From an optimization exercise on the open Yosys and OpenROAD flow, aimed at small area and a short achievable clock period; shortcuts taken in it are not production practice.
The RTL was checked by simulation tests, not by an equivalence proof against the original design.
The clock port is modelled as an ideal driver, which makes a skipped or thinned clock tree look cheaper than it is; a real chip needs a root buffer or a tree.
Power figures rest on the tool's default switching activity, not on a simulated workload.

==> inputs of wip/cedar <==
Design mult_unsigned, start of the top module:
module mult_unsigned (
	input clk, rst,
	input [15:0] A,
	input [23:0] B,
	output [39:0] result
);
reg [23:0] rb;
reg [7:0] r_one, r_two, r_neg;
reg r_a15;
reg [78:0] r2;
reg [39:0] r3, r4, r5;
reg [3:0] v;
wire [16:0] ax = {A, 1'b0};
wire [7:0] e_one, e_two, e_neg;
genvar gi;
generate for (gi = 0; gi < 8; gi = gi + 1) begin : enc
	assign e_one[gi] = ax[2*gi+1] ^ ax[2*gi];
	assign e_two[gi] = (ax[2*gi+2] & ~ax[2*gi+1] & ~ax[2*gi]) | (~ax[2*gi+2] & ax[2*gi+1] & ax[2*gi]);
	assign e_neg[gi] = ax[2*gi+2];
end endgenerate
wire pp1;
wire pp2;
wire pp3;
wire pp4;
wire pp5;
wire pp6;
wire pp7;
wire pp8;
wire pp9;
wire pp10;
wire pp11;
wire pp12;
wire pp13;
wire pp14;
wire pp15;
wire pp16;
wire pp17;
wire pp18;
wire pp19;
wire pp20;
wire pp21;
wire pp22;
wire pp23;
wire pp24;
wire pp25;
wire ns26;
wire pp27;
wire pp28;
wire pp29;
wire pp30;
wire pp31;
wire pp32;
wire pp33;
wire pp34;
wire pp35;
wire pp36;
wire pp37;
wire pp38;
wire pp39;
wire pp40;
wire pp41;
wire pp42;
wire pp43;
wire pp44;
wire pp45;
wire pp46;
wire pp47;
wire pp48;
wire pp49;
wire pp50;
wire pp51;
wire ns52;
wire pp53;
wire pp54;
wire pp55;
wire pp56;
wire pp57;
wire pp58;
wire pp59;
wire pp60;
wire pp61;
wire pp62;
wire pp63;
wire pp64;
wire pp65;
wire pp66;
wire pp67;
wire pp68;
wire pp69;
wire pp70;
wire pp71;
wire pp72;
wire pp73;
wire pp74;
wire pp75;
wire pp76;
wire pp77;
wire ns78;
wire pp79;
wire pp80;
wire pp81;
wire pp82;
wire pp83;
wire pp84;
wire pp85;
wire pp86;
wire pp87;
wire pp88;
wire pp89;
wire pp90;
wire pp91;
wire pp92;
wire pp93;
wire pp94;
wire pp95;
wire pp96;
wire pp97;
wire pp98;
wire pp99;
wire pp100;
wire pp101;
wire pp102;
wire pp103;
wire ns104;
wire pp105;
wire pp106;
wire pp107;
wire pp108;
wire pp109;
wire pp110;
wire pp111;
wire pp112;
wire pp113;
wire pp114;
wire pp115;
wire pp116;
wire pp117;
wire pp118;
wire pp119;
wire pp120;
wire pp121;
wire pp122;
wire pp123;
wire pp124;
wire pp125;
wire pp126;
wire pp127;
wire pp128;
wire pp129;
wire ns130;
wire pp131;
wire pp132;
wire pp133;
wire pp134;
wire pp135;
wire pp136;
wire pp137;
wire pp138;
wire pp139;
wire pp140;
wire pp141;
wire pp142;
wire pp143;
wire pp144;
  ...
Settings: LEC_CHECK=0, CAP_MARGIN=20, CORE_MARGIN=2, CORE_UTILIZATION=40, SETUP_SLACK_MARGIN=5, SLEW_MARGIN=20, SYNTH_HIERARCHICAL=1, SYNTH_MINIMUM_KEEP_SIZE=0; clock period 8.0 ns.
standard.sh (not shown) runs the stock make flow with config.mk's settings and CLKGATE_MAP_FILE= SYNTH_SCRIPT=/design/flow/synth_recipe.tcl, a recipe that flattens the netlist after the stock synthesis.
==> flow/flow/run.sh <==
#!/bin/bash
# Layout flow: the standard synthesis unchanged, then the standard ORFS
# steps with plain buffers on the ports and the setup-repair target below.
set -euo pipefail
bash standard.sh synth > synth.log 2>&1
sed -e 's/SETUP_SLACK_MARGIN=[-0-9.]*/SETUP_SLACK_MARGIN=5.58/' standard.sh > layout.sh
export BUFFER_PORTS_ARGS="-buffer_cell sky130_fd_sc_hd__buf_1"
export PRE_CTS_TCL=$(pwd)/flow/manual_cts.tcl MCTS_LEAVES=14 MCTS_ROOTS=4 MCTS_CLASSES='r2:sky130_fd_sc_hd__dlygate4sd3_1+sky130_fd_sc_hd__dlygate4sd1_1 r3:sky130_fd_sc_hd__dlygate4sd3_1+sky130_fd_sc_hd__dlygate4sd3_1 r4:sky130_fd_sc_hd__dlygate4sd3_1+sky130_fd_sc_hd__dlygate4sd3_1' REMOVE_ABC_BUFFERS=1
bash layout.sh finish > layout.log 2>&1
==> flow/flow/manual_cts.tcl <==
# Two-level clock tree built by hand, in place of the flow's clock tree
# synthesis: the clock port drives a few root buffers; each root buffer drives
# the leaf buffers of its region, and each leaf buffer drives one cluster of
# flip-flops (k-means on their positions). Every register gets the same two
# buffer stages; no register's clock is delayed on purpose.
proc mcts_kmeans {pts k} {
  # pts: list of {x y}; returns {assign cx cy counts}
  set n [llength $pts]
  set sorted [lsort -real -index 0 $pts]
  set cx {}; set cy {}
  for {set i 0} {$i < $k} {incr i} {
    set s [lindex $sorted [expr {int(($i + 0.5) * $n / $k)}]]
    lappend cx [lindex $s 0]; lappend cy [lindex $s 1]
  }
  for {set iter 0} {$iter < 40} {incr iter} {
    set sx [lrepeat $k 0.0]; set sy [lrepeat $k 0.0]; set sc [lrepeat $k 0]
    set assign {}
    foreach s $pts {
      set best 0; set bd 1e30
      for {set i 0} {$i < $k} {incr i} {
        set d [expr {abs([lindex $s 0] - [lindex $cx $i]) + abs([lindex $s 1] - [lindex $cy $i])}]
        if {$d < $bd} { set bd $d; set best $i }
      }
      lappend assign $best
      lset sx $best [expr {[lindex $sx $best] + [lindex $s 0]}]
      lset sy $best [expr {[lindex $sy $best] + [lindex $s 1]}]
      lset sc $best [expr {[lindex $sc $best] + 1}]
    }
    for {set i 0} {$i < $k} {incr i} {
      if {[lindex $sc $i] > 0} {
        lset cx $i [expr {[lindex $sx $i] / [lindex $sc $i]}]
        lset cy $i [expr {[lindex $sy $i] / [lindex $sc $i]}]
      }
    }
  }
  return [list $assign $cx $cy $sc]
}

# capacity-limited assignment of points to centres (nearest first), with the
# centres moved to their points' mean, repeated
proc mcts_balance {pts cx cy cap} {
  set n [llength $pts]
  set k [llength $cx]
  for {set iter 0} {$iter < 10} {incr iter} {
    set pairs {}
    for {set l 0} {$l < $n} {incr l} {
      set p [lindex $pts $l]
      for {set r 0} {$r < $k} {incr r} {
        lappend pairs [list [expr {abs([lindex $p 0] - [lindex $cx $r]) + abs([lindex $p 1] - [lindex $cy $r])}] $l $r]
      }
    }
    set assign [lrepeat $n -1]
    set sc [lrepeat $k 0]
    foreach pr [lsort -real -index 0 $pairs] {
      lassign $pr d l r
      if {[lindex $assign $l] >= 0 || [lindex $sc $r] >= $cap} { continue }
      lset assign $l $r
      lset sc $r [expr {[lindex $sc $r] + 1}]
    }
    set sx [lrepeat $k 0.0]; set sy [lrepeat $k 0.0]
    for {set l 0} {$l < $n} {incr l} {
      set r [lindex $assign $l]
      lset sx $r [expr {[lindex $sx $r] + [lindex $pts $l 0]}]
      lset sy $r [expr {[lindex $sy $r] + [lindex $pts $l 1]}]
    }
    for {set r 0} {$r < $k} {incr r} {
      if {[lindex $sc $r] > 0} { lset cx $r [expr {[lindex $sx $r] / [lindex $sc $r]}]; lset cy $r [expr {[lindex $sy $r] / [lindex $sc $r]}] }
    }
  }
  return [list $assign $cx $cy $sc]
}

proc mcts_build {nleaf nroot} {
  set block [ord::get_db_block]
  set db [ord::get_db]
  set clknet [[$block findBTerm clk] getNet]
  set master [$db findMaster sky130_fd_sc_hd__clkbuf_16]
  set lmaster $master
  if {[info exists ::env(MCTS_LEAF_CELL)]} { set lmaster [$db findMaster $::env(MCTS_LEAF_CELL)] }
  # register classes: "prefix:cell+cell ..." puts the named delay cells in
  # front of the leaf buffers of the registers whose names start with prefix
  set classes {{"" {}}}
  if {[info exists ::env(MCTS_CLASSES)]} {
    foreach c $::env(MCTS_CLASSES) {
      lassign [split $c :] pre chain
      lappend classes [list $pre [split $chain +]]
    }
  }
  set sinks {}
  foreach it [$clknet getITerms] {
    set inst [$it getInst]
    set name [$inst getName]
    set cls 0
    for {set c 1} {$c < [llength $classes]} {incr c} {
      if {[string match "[lindex $classes $c 0]*" $name]} { set cls $c; break }
    }
    set loc [$inst getLocation]
    set m [$inst getMaster]
    lappend sinks [list $it $cls [expr {[lindex $loc 0] + [$m getWidth] / 2}] [expr {[lindex $loc 1] + [$m getHeight] / 2}]]
  }
  set n [llength $sinks]
  set cap [expr {int(ceil(double($n) / $nleaf))}]
  # leaf clusters, class by class
  set leaves {}
  set sink_leaf {}
  for {set c 0} {$c < [llength $classes]} {incr c} {
    set pts {}; set its {}
    foreach s $sinks {
      if {[lindex $s 1] == $c} { lappend pts [lrange $s 2 3]; lappend its [lindex $s 0] }
    }
    if {[llength $pts] == 0} { continue }
    set k [expr {max(1, int(ceil(double([llength $pts]) / $cap)))}]
    lassign [mcts_kmeans $pts $k] assign cx cy sc
    lassign [mcts_balance $pts $cx $cy [expr {int(ceil(double([llength $pts]) / $k))}]] assign cx cy sc
    set base [llength $leaves]
    for {set i 0} {$i < $k} {incr i} { lappend leaves [list [lindex $cx $i] [lindex $cy $i] $c [lindex $sc $i]] }
    set j 0
    foreach it $its { lappend sink_leaf [list $it [expr {$base + [lindex $assign $j]}]]; incr j }
  }
  set nl [llength $leaves]
  set lpts {}
  foreach l $leaves { lappend lpts [lrange $l 0 1] }
  lassign [mcts_kmeans $lpts $nroot] rassign rcx rcy rsc
  lassign [mcts_balance $lpts $rcx $rcy [expr {int(ceil(double($nl) / $nroot))}]] rassign rcx rcy rsc
  set rootnets {}
  for {set r 0} {$r < $nroot} {incr r} {
    if {[lindex $rsc $r] == 0} { lappend rootnets {}; continue }
    set root [odb::dbInst_create $block $master mcts_root_$r]
    $root setLocation [expr {int([lindex $rcx $r])}] [expr {int([lindex $rcy $r])}]
    $root setPlacementStatus PLACED
    [$root findITerm A] connect $clknet
    set rnet [odb::dbNet_create $block mcts_root_net_$r]
    $rnet setSigType CLOCK
    [$root findITerm X] connect $rnet
    lappend rootnets $rnet
  }
  set leafnets {}
  for {set i 0} {$i < $nl} {incr i} {
    lassign [lindex $leaves $i] x y c cnt
    set x [expr {int($x)}]; set y [expr {int($y)}]
    set drv [lindex $rootnets [lindex $rassign $i]]
    set d 0
    foreach cell [lindex $classes $c 1] {
      set dl [odb::dbInst_create $block [$db findMaster $cell] mcts_dly_${i}_$d]
      $dl setLocation $x $y
      $dl setPlacementStatus PLACED
      [$dl findITerm A] connect $drv
      set dnet [odb::dbNet_create $block mcts_dly_net_${i}_$d]
      $dnet setSigType CLOCK
      [$dl findITerm X] connect $dnet
      set drv $dnet
      incr d
    }
    set leaf [odb::dbInst_create $block $lmaster mcts_leaf_$i]
    $leaf setLocation $x $y
    $leaf setPlacementStatus PLACED
    [$leaf findITerm A] connect $drv
    set lnet [odb::dbNet_create $block mcts_leaf_net_$i]
    $lnet setSigType CLOCK
    [$leaf findITerm X] connect $lnet
    lappend leafnets $lnet
  }
  foreach sl $sink_leaf {
    set it [lindex $sl 0]
    $it disconnect
    $it connect [lindex $leafnets [lindex $sl 1]]
  }
  puts "manual clock tree: $n sinks, $nl leaf buffers, $nroot root buffers $rsc, classes $classes"
}

set mcts_leaves 10
set mcts_roots 3
if {[info exists ::env(MCTS_LEAVES)]} { set mcts_leaves $::env(MCTS_LEAVES) }
if {[info exists ::env(MCTS_ROOTS)]} { set mcts_roots $::env(MCTS_ROOTS) }
mcts_build $mcts_leaves $mcts_roots
set_propagated_clock [all_clocks]
# the tree is built: the flow's clock_tree_synthesis call becomes a no-op
rename clock_tree_synthesis mcts_orig_clock_tree_synthesis
proc clock_tree_synthesis {args} { puts "clock_tree_synthesis skipped: manual clock tree" }
==> wip/harbor: changes against wip/cedar <==
==> flow/flow/run.sh (replaced) <==
#!/bin/bash
# Layout flow: the standard synthesis unchanged, then the standard ORFS
# steps with plain buffers on the ports and the setup-repair target below.
set -euo pipefail
bash standard.sh synth > synth.log 2>&1
sed -e 's/SETUP_SLACK_MARGIN=[-0-9.]*/SETUP_SLACK_MARGIN=5.3/' standard.sh > layout.sh
export BUFFER_PORTS_ARGS="-buffer_cell sky130_fd_sc_hd__buf_1"
export PRE_CTS_TCL=$(pwd)/flow/manual_cts.tcl MCTS_LEAVES=14 MCTS_ROOTS=4 MCTS_CLASSES='r2:sky130_fd_sc_hd__dlygate4sd3_1 r3:sky130_fd_sc_hd__dlygate4sd3_1 r4:sky130_fd_sc_hd__dlygate4sd3_1'
bash layout.sh finish > layout.log 2>&1
==> wip/fjord: changes against wip/cedar <==
==> flow/flow/run.sh (replaced) <==
#!/bin/bash
# Layout flow: the standard synthesis unchanged, then the standard ORFS
# steps with plain buffers on the ports and the setup-repair target below.
set -euo pipefail
bash standard.sh synth > synth.log 2>&1
sed -e 's/SETUP_SLACK_MARGIN=[-0-9.]*/SETUP_SLACK_MARGIN=5.58/' standard.sh > layout.sh
export BUFFER_PORTS_ARGS="-buffer_cell sky130_fd_sc_hd__buf_1"
export PRE_CTS_TCL=$(pwd)/flow/manual_cts.tcl MCTS_LEAVES=12 MCTS_ROOTS=4 MCTS_CLASSES='r2:sky130_fd_sc_hd__dlygate4sd3_1+sky130_fd_sc_hd__dlygate4sd1_1 r3:sky130_fd_sc_hd__dlygate4sd3_1+sky130_fd_sc_hd__dlygate4sd3_1' REMOVE_ABC_BUFFERS=1
bash layout.sh finish > layout.log 2>&1
- HOLD_SLACK_MARGIN: not set -> 0.05
==> flow_summary.yaml <==
run_status:
  status: "complete, no violations"
power:
  pg_comb_mw: 3.00
  p_seq_share_pct: 33.1
  internal_power_mw: 3.75
worst_setup_path:
  path_depth: 6
  r2r-end: "r2[42]"
cts:
  cts_hold_buf: 0
  cts_setup_buffers: 4
detailed_routing:
  detail_route.wl_per_cell_um: 21.3
sta:
  fin_skew_ns: 0.639
min_path:
  min_to: "r2[0]"
place:
  hpwl_mm: 23.5
  gp_congestion: 0.834
global_route:
  grtUsageMet1_pct: 27.6
  grt_pass1_vias: 10328
Source of the figures above: wip/harbor

==> flow_summary.yaml <==
min_path:
  min_to: "r2[2]"
cts:
  cts_hold_buf: 1
  cts_setup_buffers: 0
power:
  internal_power_mw: 3.76
  p_seq_share_pct: 33.4
detailed_routing:
  detail_route.wl_per_cell_um: 20.0
run_status:
  status: "complete, no violations"
place:
  gp_congestion: 0.886
  hpwl_mm: 21.7
global_route:
  grt_pass1_vias: 10094
Source of the figures above: wip/cedar

==> flow_summary.yaml <==
worst_setup_path:
  r2r-end: "r2[49]"
  path_depth: 1
cts:
  cts_setup_buffers: 2
sta:
  fin_skew_ns: 1.18
power:
  internal_power_mw: 3.62
  pg_comb_mw: 2.93
  p_seq_share_pct: 34.3
global_route:
  grtUsageMet1_pct: 26.1
run_status:
  status: "complete, no violations"
place:
  hpwl_mm: 21.7
  gp_congestion: 0.886
Source of the figures above: wip/fjord

In every run of this note, the design's own scripts or RTL, not TritonCTS, make the clock network.

==> separate check: timing with driven ports <==
No port has a modelled driver above. Below, the same layouts with a new extraction and two added sets of constraints. Step 1: set_driving_cell puts a clkbuf_16 on clk and a buf_2 on each other input, an assumption about the parent block. Step 2, shift: input delay + t, output delay - t, t = (earliest + latest rising clock arrival at the registers) / 2. This alone moves slack from input paths to output paths. a / b / c = no drivers / after step 1 / after step 2; a / b = the first two.
| run | t, ns | slack for setup (ns) | worst setup path at the end | clock arrival spread, ns | cell pins on the clock port's net |
|---|---|---|---|---|---|
| wip/cedar | 0.976 | 5.580 / 5.463 / 5.128 | input, reset recovery | 1.194 / 1.193 | 4 |
| wip/harbor | 0.737 | 5.305 / 5.305 / 5.305 | register to register | 0.661 / 0.660 | 4 |
| wip/fjord | 0.982 | 5.588 / 5.472 / 5.146 | input, reset recovery | 1.184 / 1.185 | 4 |
Clock arrivals are far apart in every run listed, so t is only a midpoint there and step 2 fits no single register. The setup slack of wip/cedar, which loses most, moves by -0.117 ns with the drivers and by -0.452 ns with both steps. The worst setup slack also covers recovery checks on asynchronous resets.
